This is an optimization exercise on Yosys and OpenROAD, whose aim is small area and a short achievable clock period, not a production implementation. Where RTL was checked, it was by simulation tests only, not by an equivalence proof against the original. Power is estimated from default activity; no workload was simulated.

## P
## vedicmult_16bit
module vedicmult_16bit(input [15:0] a, b,
input clk, reset,
output reg [31:0] out);
wire pp0_0;
wire pp0_1;
wire pp0_2;
wire pp0_3;
wire pp0_4;
wire pp0_5;
wire pp0_6;
wire pp0_7;
wire pp0_8;
wire pp0_9;
wire pp0_10;
wire pp0_11;
wire pp0_12;
wire pp0_13;
wire pp0_14;
wire pp0_15;
wire pp1_0;
wire pp1_1;
wire pp1_2;
wire pp1_3;
wire pp1_4;
wire pp1_5;
wire pp1_6;
wire pp1_7;
wire pp1_8;
wire pp1_9;
wire pp1_10;
wire pp1_11;
wire pp1_12;
wire pp1_13;
wire pp1_14;
wire pp1_15;
wire pp2_0;
wire pp2_1;
wire pp2_2;
wire pp2_3;
wire pp2_4;
wire pp2_5;
wire pp2_6;
wire pp2_7;
wire pp2_8;
wire pp2_9;
wire pp2_10;
wire pp2_11;
wire pp2_12;
wire pp2_13;
wire pp2_14;
wire pp2_15;
wire pp3_0;
wire pp3_1;
wire pp3_2;
wire pp3_3;
wire pp3_4;
wire pp3_5;
wire pp3_6;
wire pp3_7;
wire pp3_8;
wire pp3_9;
wire pp3_10;
wire pp3_11;
wire pp3_12;
wire pp3_13;
wire pp3_14;
wire pp3_15;
wire pp4_0;
wire pp4_1;
wire pp4_2;
wire pp4_3;
wire pp4_4;
wire pp4_5;
wire pp4_6;
wire pp4_7;
wire pp4_8;
wire pp4_9;
wire pp4_10;
wire pp4_11;
wire pp4_12;
wire pp4_13;
wire pp4_14;
wire pp4_15;
wire pp5_0;
wire pp5_1;
wire pp5_2;
wire pp5_3;
wire pp5_4;
wire pp5_5;
wire pp5_6;
wire pp5_7;
wire pp5_8;
wire pp5_9;
wire pp5_10;
wire pp5_11;
wire pp5_12;
wire pp5_13;
wire pp5_14;
wire pp5_15;
wire pp6_0;
wire pp6_1;
wire pp6_2;
wire pp6_3;
wire pp6_4;
wire pp6_5;
wire pp6_6;
wire pp6_7;
wire pp6_8;
wire pp6_9;
wire pp6_10;
wire pp6_11;
wire pp6_12;
wire pp6_13;
wire pp6_14;
wire pp6_15;
wire pp7_0;
wire pp7_1;
wire pp7_2;
wire pp7_3;
wire pp7_4;
wire pp7_5;
wire pp7_6;
wire pp7_7;
wire pp7_8;
wire pp7_9;
wire pp7_10;
wire pp7_11;
wire pp7_12;
wire pp7_13;
wire pp7_14;
wire pp7_15;
wire pp8_0;
wire pp8_1;
wire pp8_2;
wire pp8_3;
wire pp8_4;
wire pp8_5;
wire pp8_6;
wire pp8_7;
wire pp8_8;
wire pp8_9;
wire pp8_10;
wire pp8_11;
wire pp8_12;
wire pp8_13;
wire pp8_14;
wire pp8_15;
wire pp9_0;
wire pp9_1;
wire pp9_2;
wire pp9_3;
wire pp9_4;
wire pp9_5;
wire pp9_6;
wire pp9_7;
  ...
==> flow/config.mk <==
export PLATFORM = sky130hd
export DESIGN_NAME = vedicmult_16bit
export DESIGN_NICKNAME = vedicmult_16bit
export VERILOG_FILES = /design/flow/design.v
export SDC_FILE = /design/flow/constraint.sdc
export NUM_CORES = 4
export LEC_CHECK = 0
export CAP_MARGIN = 20
export CORE_MARGIN = 2
export CORE_UTILIZATION = 40
export CTS_BUF_LIST = sky130_fd_sc_hd__clkbuf_4
export CTS_CLUSTER_SIZE = 8
export SLEW_MARGIN = 20
export SYNTH_HIERARCHICAL = 1
export SYNTH_MINIMUM_KEEP_SIZE = 0
==> flow/constraint.sdc <==
create_clock -name core_clock -period 17.0 [get_ports {clk}]
set_input_delay 3.4000 -clock core_clock [delete_from_list [all_inputs] [get_ports {clk}]]
set_output_delay 3.4000 -clock core_clock [all_outputs]
set_load 0.01 [all_outputs]
standard.sh (not shown) runs the stock make flow with config.mk's settings and CLKGATE_MAP_FILE= SYNTH_SCRIPT=/design/flow/synth_recipe.tcl, a recipe that flattens the netlist after the stock synthesis.
==> flow/flow/run.sh <==
#!/bin/bash
# Own layout flow: the standard ORFS flow (standard.sh), with the input and
# output port buffers made of plain buf_2 cells (the default picks a delay cell);
# the output buffers are then cut down to buf_1 before detailed placement.
set -euo pipefail
export BUFFER_PORTS_ARGS="-buffer_cell sky130_fd_sc_hd__buf_2"
export PRE_FLOORPLAN_TCL="$PWD/flow/pre_floorplan.tcl"
export PRE_DETAIL_PLACE_TCL="$PWD/flow/pre_detail_place.tcl"
export SETUP_SLACK_MARGIN=8.95
bash standard.sh > standard.log 2>&1
==> flow/flow/pre_detail_place.tcl <==
# Output ports drive only the 10 fF pin load and have ample slack: their port
# buffers can be the smallest buffer.
set n 0
foreach inst [[ord::get_db_block] getInsts] {
  set m [[$inst getMaster] getName]
  set name [$inst getName]
  if { $m eq "sky130_fd_sc_hd__buf_2" && [string match "output*" $name] } {
    replace_cell [get_cells $name] sky130_fd_sc_hd__buf_1
    incr n
  }
}
puts "pre_detail_place: resized $n output buffers"
==> flow/flow/pre_floorplan.tcl <==
# Synthesis (abc) maps each Booth selector to an a22oi_2; the _1 cell is the
# same function in less area and easily drives the single gate it feeds.
set swaps {sky130_fd_sc_hd__a22oi_2 sky130_fd_sc_hd__a22oi_1}
set n 0
foreach inst [[ord::get_db_block] getInsts] {
  set m [[$inst getMaster] getName]
  if { [dict exists $swaps $m] } {
    replace_cell [get_cells [$inst getName]] [dict get $swaps $m]
    incr n
  }
}
puts "pre_floorplan: resized $n cells"
diff inputs: P => Q
diff --git a/flow/flow/run.sh b/flow/flow/run.sh
--- a/flow/flow/run.sh
+++ b/flow/flow/run.sh
@@ -7,4 +7,4 @@
 export PRE_FLOORPLAN_TCL="$PWD/flow/pre_floorplan.tcl"
 export PRE_DETAIL_PLACE_TCL="$PWD/flow/pre_detail_place.tcl"
-export SETUP_SLACK_MARGIN=8.95
+export SETUP_SLACK_MARGIN=8.8
 bash standard.sh > standard.log 2>&1
[summary]
On global-route usage, the lower figure sits with P, not Q. Delta (Q minus P): worst path setup slack after routing has decreased; worst setup slack after placement has decreased. Compared to P, Q has worst hold slack 0.051 ns higher. Of P and Q, the lower final design area excluding fillers belongs to Q. Diff P -> Q | clock power share | decrease of 0.5 points. Diff Q..P | share of flip-flops with an asynchronous set or reset after synthesis | unchanged. There was hardly any difference in sequential share of cell area between P and Q. Looking only at ratio of cells with drive above 1 in the final layout, and setting everything else aside, the higher value of P and Q goes to P.

========
== run C ==
Starting RTL as in the previous note.
clock: 17.0 ns
lec_check: 0
cap_margin: 20
core_margin: 2
core_utilization: 40
cts_buf_list: sky130_fd_sc_hd__clkbuf_4
cts_cluster_size: 8
slew_margin: 20
synth_hierarchical: 1
synth_minimum_keep_size: 0
==> flow/flow/run.sh <==
#!/bin/bash
# Own layout flow: the standard ORFS flow (standard.sh), with the input and
# output port buffers made of plain buf_2 cells (the default picks a delay cell);
# the output buffers are then cut down to buf_1 before detailed placement.
set -euo pipefail
export BUFFER_PORTS_ARGS="-buffer_cell sky130_fd_sc_hd__buf_2"
export PRE_FLOORPLAN_TCL="$PWD/flow/pre_floorplan.tcl"
export PRE_DETAIL_PLACE_TCL="$PWD/flow/pre_detail_place.tcl"
bash standard.sh > standard.log 2>&1
Scripts as last shown in full above: flow/flow/pre_detail_place.tcl, flow/flow/pre_floorplan.tcl
No stage failed in run C, and the final checks on the layout all came back clean.
For run E, these inputs were changed with respect to run C:
==> flow/flow/run.sh <==
#!/bin/bash
# Own layout flow: the standard ORFS flow (standard.sh) with these changes:
# - input and output port buffers are plain buf_2 cells (the default picks a
#   delay cell); the output ones are cut to buf_1 before detailed placement
#   (flow/pre_detail_place.tcl), as they drive only the pin load;
# - abc's a22oi_2 cells, if any, become a22oi_1 (flow/pre_floorplan.tcl);
# - the timing repair aims at 8.8 ns of setup slack, so that it speeds up the
#   critical path beyond what the 17 ns clock alone asks for.
# The clock period and all constraints are the design's.
set -euo pipefail
export BUFFER_PORTS_ARGS="-buffer_cell sky130_fd_sc_hd__buf_2"
export PRE_FLOORPLAN_TCL="$PWD/flow/pre_floorplan.tcl"
export PRE_DETAIL_PLACE_TCL="$PWD/flow/pre_detail_place.tcl"
export SETUP_SLACK_MARGIN=8.8
bash standard.sh > standard.log 2>&1
Notes after the runs:
- Worst setup slack before clock tree synthesis delta (run E − run C): unfavourable
- Non-clock buffer count in run E is 1 higher than in run C
- Run E ended with less wire length on met2 than run C.
- Run E against run C: clock-buffer cell count picked up an extra 2; global-route usage increased 0.37 points.
- Run C → run E: final routed wirelength across all metal layers higher; met3 layer usage reported by global route up 1.0 points; design area shows an increase of 94 um^2; setup slack moved up; via count went up by 109.
- Comparing run E and run C, total power divided by cell area is lower on run C.

========
v54:
vedicmult_16bit, a different RTL version from the one above (not shown whole).
For scale: ~66 I/O pins, roughly 7300 um^2 of cells after synthesis.
==> flow/config.mk <==
export PLATFORM = sky130hd
export DESIGN_NAME = vedicmult_16bit
export DESIGN_NICKNAME = vedicmult_16bit
export VERILOG_FILES = /design/flow/design.v
export SDC_FILE = /design/flow/constraint.sdc
export NUM_CORES = 4
export LEC_CHECK = 0
export CAP_MARGIN = 20
export CORE_MARGIN = 2
export CORE_UTILIZATION = 40
export CTS_BUF_LIST = sky130_fd_sc_hd__clkbuf_4 sky130_fd_sc_hd__clkbuf_8
export SLEW_MARGIN = 70
export SYNTH_HIERARCHICAL = 1
export SYNTH_MINIMUM_KEEP_SIZE = 0
==> flow/constraint.sdc <==
create_clock -name core_clock -period 17.0 [get_ports {clk}]
set_input_delay 3.4000 -clock core_clock [delete_from_list [all_inputs] [get_ports {clk}]]
set_output_delay 3.4000 -clock core_clock [all_outputs]
set_load 0.01 [all_outputs]
==> flow/flow/run.sh <==
#!/bin/bash
# Own layout flow: the standard ORFS flow (standard.sh), with the input and
# output port buffers made of plain buf_2 cells (the default picks a delay cell).
set -euo pipefail
export BUFFER_PORTS_ARGS="-buffer_cell sky130_fd_sc_hd__buf_2"
export PRE_FLOORPLAN_TCL="$PWD/flow/pre_floorplan.tcl"
bash standard.sh > standard.log 2>&1
Scripts as last shown in full above: flow/flow/pre_floorplan.tcl
v54: full flow OK, the timing, DRC and antenna checks passed
For v15, these inputs were changed with respect to v54:
Settings: swapping sky130_fd_sc_hd__clkbuf_4 sky130_fd_sc_hd__clkbuf_8 for sky130_fd_sc_hd__clkbuf_4 in CTS_BUF_LIST; swapping 70 for 20 in SLEW_MARGIN; putting CTS_CLUSTER_SIZE at 8 where nothing was set.
--- a/flow/flow/run.sh
+++ b/flow/flow/run.sh
@@ -3 +3,2 @@
-# output port buffers made of plain buf_2 cells (the default picks a delay cell).
+# output port buffers made of plain buf_2 cells (the default picks a delay cell);
+# the output buffers are then cut down to buf_1 before detailed placement.
@@ -6,0 +8 @@
+export PRE_DETAIL_PLACE_TCL="$PWD/flow/pre_detail_place.tcl"
==> flow/flow/pre_detail_place.tcl (new file) <==
# Output ports drive only the 10 fF pin load and have ample slack: their port
# buffers can be the smallest buffer.
set n 0
foreach inst [[ord::get_db_block] getInsts] {
  set m [[$inst getMaster] getName]
  set name [$inst getName]
  if { $m eq "sky130_fd_sc_hd__buf_2" && [string match "output*" $name] } {
    replace_cell [get_cells $name] sky130_fd_sc_hd__buf_1
    incr n
  }
}
puts "pre_detail_place: resized $n output buffers"
==> comparison <==
v15: PASS, flow complete, no timing, DRC or antenna violations. v54 has higher final critical-path required period than v15. Diff v54 -> v15 | worst hold slack | increase of 0.015 ns. Post-detailed-placement half-perimeter wirelength: v54 vs v15 — no meaningful difference. v54 has a higher final instance area than v15. v15 vs v54 — fmax climbed slightly. v15: fraction of the cycle the final worst path needs lower than v54.
> inputs changed (v15 -> v59)
--- a/flow/flow/run.sh
+++ b/flow/flow/run.sh
@@ -8,0 +9 @@
+export SETUP_SLACK_MARGIN=8.8
### Flow results
The global-route usage on v59 is in line with that on v15.
In summary, v59 completed successfully, with a layout that passed the timing, DRC and antenna checks.
Higher proportion of total power due to net switching was reported by v15, not v59.
Comparing v59 and v15, the higher layout buffer count excluding clock buffers is on v59.
Worst hold slack ends up higher on v15.
v15 was smaller in final cell area than v59.
What v1 does differently from v59 at the input level:
Settings: changing CTS_BUF_LIST from sky130_fd_sc_hd__clkbuf_4 to sky130_fd_sc_hd__clkbuf_4 sky130_fd_sc_hd__clkbuf_8; removing CTS_CLUSTER_SIZE (formerly 8).
==> flow/flow/run.sh <==
#!/bin/bash
# Own layout flow: the standard ORFS flow (standard.sh), with the input and
# output port buffers made of plain buf_2 cells (the default picks a delay cell).
set -euo pipefail
export BUFFER_PORTS_ARGS="-buffer_cell sky130_fd_sc_hd__buf_2"
export PRE_FLOORPLAN_TCL="$PWD/flow/pre_floorplan.tcl"
bash standard.sh > standard.log 2>&1
removed: flow/flow/pre_detail_place.tcl
Comparing v1 against v59, there is no change at all in sequential cell count.
Compared with v59, in v1 number of nets in the layout level; post-placement setup slack moved down.
diff inputs: v1 => v33
--- a/flow/flow/run.sh
+++ b/flow/flow/run.sh
@@ -3 +3,2 @@
-# output port buffers made of plain buf_2 cells (the default picks a delay cell).
+# output port buffers made of plain buf_2 cells (the default picks a delay cell);
+# the output buffers are then cut down to buf_1 before detailed placement.
@@ -6,0 +8 @@
+export PRE_DETAIL_PLACE_TCL="$PWD/flow/pre_detail_place.tcl"
==> flow/flow/pre_detail_place.tcl (new file) <==
# Output ports drive only the 10 fF pin load and have ample slack: their port
# buffers can be the smallest buffer.
set n 0
foreach inst [[ord::get_db_block] getInsts] {
  set m [[$inst getMaster] getName]
  set name [$inst getName]
  if { $m eq "sky130_fd_sc_hd__buf_2" && [string match "output*" $name] } {
    replace_cell [get_cells $name] sky130_fd_sc_hd__buf_1
    incr n
  }
}
puts "pre_detail_place: resized $n output buffers"
Notes after the runs:
Between v1 and v33, the global-route usage does not differ in any meaningful way.
Compared with v1, v33 ends up with less cell area.
Changes observed in v33 relative to v1: worst-case hold slack now smaller, sequential share of layout area roughly the same.

========
wip/nickel:
vedicmult_16bit, a different RTL version from the one above (not shown whole).
For scale: about 770 cells after synthesis, ~66 I/O pins, about 0.0072 mm2 of cells after synthesis.
export LEC_CHECK = 0
export CAP_MARGIN = 20
export CORE_MARGIN = 2
export CORE_UTILIZATION = 40
export CTS_BUF_LIST = sky130_fd_sc_hd__clkbuf_8
export CTS_CLUSTER_SIZE = 8
export SLEW_MARGIN = 20
export SYNTH_HIERARCHICAL = 1
export SYNTH_MINIMUM_KEEP_SIZE = 0
create_clock -name core_clock -period 17.0 [get_ports {clk}]
==> flow/flow/run.sh <==
#!/bin/bash
# Own layout flow: the standard ORFS flow (standard.sh), with the input and
# output port buffers made of plain buf_2 cells (the default picks a delay cell);
# the output buffers are then cut down to buf_1 before detailed placement.
set -euo pipefail
export BUFFER_PORTS_ARGS="-buffer_cell sky130_fd_sc_hd__buf_2"
export PRE_FLOORPLAN_TCL="$PWD/flow/pre_floorplan.tcl"
export PRE_DETAIL_PLACE_TCL="$PWD/flow/pre_detail_place.tcl"
export SETUP_SLACK_MARGIN=8.7
bash standard.sh > standard.log 2>&1
==> flow/flow/pre_detail_place.tcl <==
# Output ports drive only the 10 fF pin load and have ample slack: their port
# buffers can be the smallest buffer.
set n 0
foreach inst [[ord::get_db_block] getInsts] {
  set m [[$inst getMaster] getName]
  set name [$inst getName]
  if { $m eq "sky130_fd_sc_hd__buf_2" && [string match "output*" $name] } {
    replace_cell [get_cells $name] sky130_fd_sc_hd__buf_1
    incr n
  }
}
puts "pre_detail_place: resized $n output buffers"
Scripts as last shown in full above: flow/flow/pre_floorplan.tcl
Having completed the whole flow, wip/nickel delivered a layout that passed the timing, DRC and antenna checks.
Edits applied to the flow inputs when going from wip/nickel to wip/xenon:
--- a/flow/flow/run.sh
+++ b/flow/flow/run.sh
@@ -9 +9 @@
-export SETUP_SLACK_MARGIN=8.7
+export SETUP_SLACK_MARGIN=8.8
### Flow results
Of wip/xenon and wip/nickel, wip/xenon shows the lower share of the clock period used by the worst path, with wip/nickel above it. On non-filler instance count after layout, wip/xenon and wip/nickel are neck and neck. wip/xenon vs. wip/nickel: relative contribution of the clock network to total power has decreased, met1 routing resource usage after global routing has increased, via density per instance has decreased, maximum frequency has increased. In the flow results for wip/xenon and wip/nickel, the core utilization is smaller on wip/nickel. Share of the final layout cell area in multi-input gates in wip/xenon vs wip/nickel: down 0.40 points. As of wip/xenon, routed length on met1 had risen by a few percent compared to wip/nickel. Minimum setup slack in the final design: wip/xenon vs wip/nickel up 0.072 ns. Compared to wip/nickel, wip/xenon has hold slack 0.087 ns lower.
## Diff of input files: wip/onyx against wip/xenon
# wip/xenon
export LEC_CHECK = 0
export CAP_MARGIN = 20
export CORE_MARGIN = 2
export CORE_UTILIZATION = 40
export CTS_BUF_LIST = sky130_fd_sc_hd__clkbuf_8
export CTS_CLUSTER_SIZE = 8
export SLEW_MARGIN = 20
export SYNTH_HIERARCHICAL = 1
export SYNTH_MINIMUM_KEEP_SIZE = 0
create_clock -name core_clock -period 17.0 [get_ports {clk}]
# wip/onyx
export LEC_CHECK = 0
export CAP_MARGIN = 20
export CORE_MARGIN = 2
export CORE_UTILIZATION = 40
export CTS_BUF_LIST = sky130_fd_sc_hd__clkbuf_4
export CTS_CLUSTER_SIZE = 8
export SLEW_MARGIN = 20
export SYNTH_HIERARCHICAL = 1
export SYNTH_MINIMUM_KEEP_SIZE = 0
create_clock -name core_clock -period 17.0 [get_ports {clk}]
### Flow results
Comparing wip/onyx and wip/xenon, the higher power after layout was measured on wip/xenon.
wip/xenon -> wip/onyx: count of clock-buffer cells in the layout delta 0, exact match
Layout overhead on the synthesized area in wip/onyx is 1.7 points lower than in wip/xenon
#### Input delta (wip/fjord over wip/onyx)
# wip/onyx
export LEC_CHECK = 0
export CAP_MARGIN = 20
export CORE_MARGIN = 2
export CORE_UTILIZATION = 40
export CTS_BUF_LIST = sky130_fd_sc_hd__clkbuf_4
export CTS_CLUSTER_SIZE = 8
export SLEW_MARGIN = 20
export SYNTH_HIERARCHICAL = 1
export SYNTH_MINIMUM_KEEP_SIZE = 0
create_clock -name core_clock -period 17.0 [get_ports {clk}]
# wip/fjord
export LEC_CHECK = 0
export CAP_MARGIN = 20
export CORE_MARGIN = 2
export CORE_UTILIZATION = 40
export CTS_BUF_LIST = sky130_fd_sc_hd__clkbuf_4
export CTS_CLUSTER_SIZE = 6
export SLEW_MARGIN = 20
export SYNTH_HIERARCHICAL = 1
export SYNTH_MINIMUM_KEEP_SIZE = 0
create_clock -name core_clock -period 17.0 [get_ports {clk}]
## What came out
Summary of wip/fjord over wip/onyx: placeable core area about even, number of buffers and inverters on the critical path about even, clock group total power about even. | row count | wip/fjord vs wip/onyx | ≈ equal |. Comparing wip/fjord against wip/onyx, there is no change at all in multi-input gate share of the layout cell area.
--- input diff wip/fjord..wip/pepper ---
# wip/fjord
export LEC_CHECK = 0
export CAP_MARGIN = 20
export CORE_MARGIN = 2
export CORE_UTILIZATION = 40
export CTS_BUF_LIST = sky130_fd_sc_hd__clkbuf_4
export CTS_CLUSTER_SIZE = 6
export SLEW_MARGIN = 20
export SYNTH_HIERARCHICAL = 1
export SYNTH_MINIMUM_KEEP_SIZE = 0
create_clock -name core_clock -period 17.0 [get_ports {clk}]
# wip/pepper
export LEC_CHECK = 0
export CAP_MARGIN = 20
export CORE_MARGIN = 2
export CORE_UTILIZATION = 40
export CTS_BUF_LIST = sky130_fd_sc_hd__clkbuf_4
export CTS_CLUSTER_DIAMETER = 40
export CTS_CLUSTER_SIZE = 8
export SLEW_MARGIN = 20
export SYNTH_HIERARCHICAL = 1
export SYNTH_MINIMUM_KEEP_SIZE = 0
create_clock -name core_clock -period 17.0 [get_ports {clk}]
### Flow results
- wip/pepper ended with every stage complete and zero timing, DRC or antenna violations.
- Comparing wip/fjord against wip/pepper, there is no change at all in synthesized cell count.
- Taking wip/fjord as the reference, in wip/pepper adder-cell share of the synthesized area ~0 delta; total wire length flat.
- wip/fjord -> wip/pepper: highest clock frequency the design can meet delta 0, exact match
- Diff wip/pepper..wip/fjord | multi-input logic area | unchanged
- Comparing wip/fjord against wip/pepper, there is no change at all in hold slack.
No run of this note included a check of the RTL's function; only the layout flow was run.

==> what the ideal ports hide <==
Ports are ideal in the flow. The routed layouts listed here were re-timed in OpenROAD. Step 1: set_driving_cell puts a clkbuf_16 on clk and a buf_2 on each other input, an assumption about the parent block. Step 2 adds t to the input delays and takes it off the output delays; t is the mean of the earliest and latest rising clock arrival at the registers after step 1. Input paths then give back, and output paths get back, about the clock's delay inside the block. Three values: ideal ports, drivers, drivers and shift; two values: the first two.
run	t (ns)	setup slack, ns	latest minus earliest clock arrival (ns)	pins driven straight from the clock port
P	0.356	9.112 / 9.106 / 8.750	0.006 / 0.006	1
Q	0.392	9.009 / 9.012 / 8.620	0.016 / 0.016	1
run C	0.375	8.818 / 8.829 / 8.454	0.010 / 0.010	1
run E	0.392	9.009 / 9.012 / 8.620	0.016 / 0.016	1
v54	0.324	8.611 / 8.602 / 8.279	0.006 / 0.005	1
v15	0.377	8.682 / 8.690 / 8.313	0.005 / 0.006	1
v59	0.391	8.977 / 8.984 / 8.594	0.014 / 0.013	1
v1	0.324	8.605 / 8.597 / 8.273	0.005 / 0.005	1
v33	0.325	8.628 / 8.641 / 8.317	0.009 / 0.009	1
wip/nickel	0.348	8.908 / 8.922 / 8.574	0.009 / 0.009	1
wip/xenon	0.340	8.980 / 8.993 / 8.653	0.008 / 0.008	1
wip/onyx	0.406	9.007 / 8.999 / 8.592	0.010 / 0.011	1
wip/fjord	0.406	9.007 / 8.999 / 8.592	0.010 / 0.011	1
wip/pepper	0.406	9.007 / 8.999 / 8.592	0.010 / 0.011	1
After both steps every run listed still meets setup and hold.
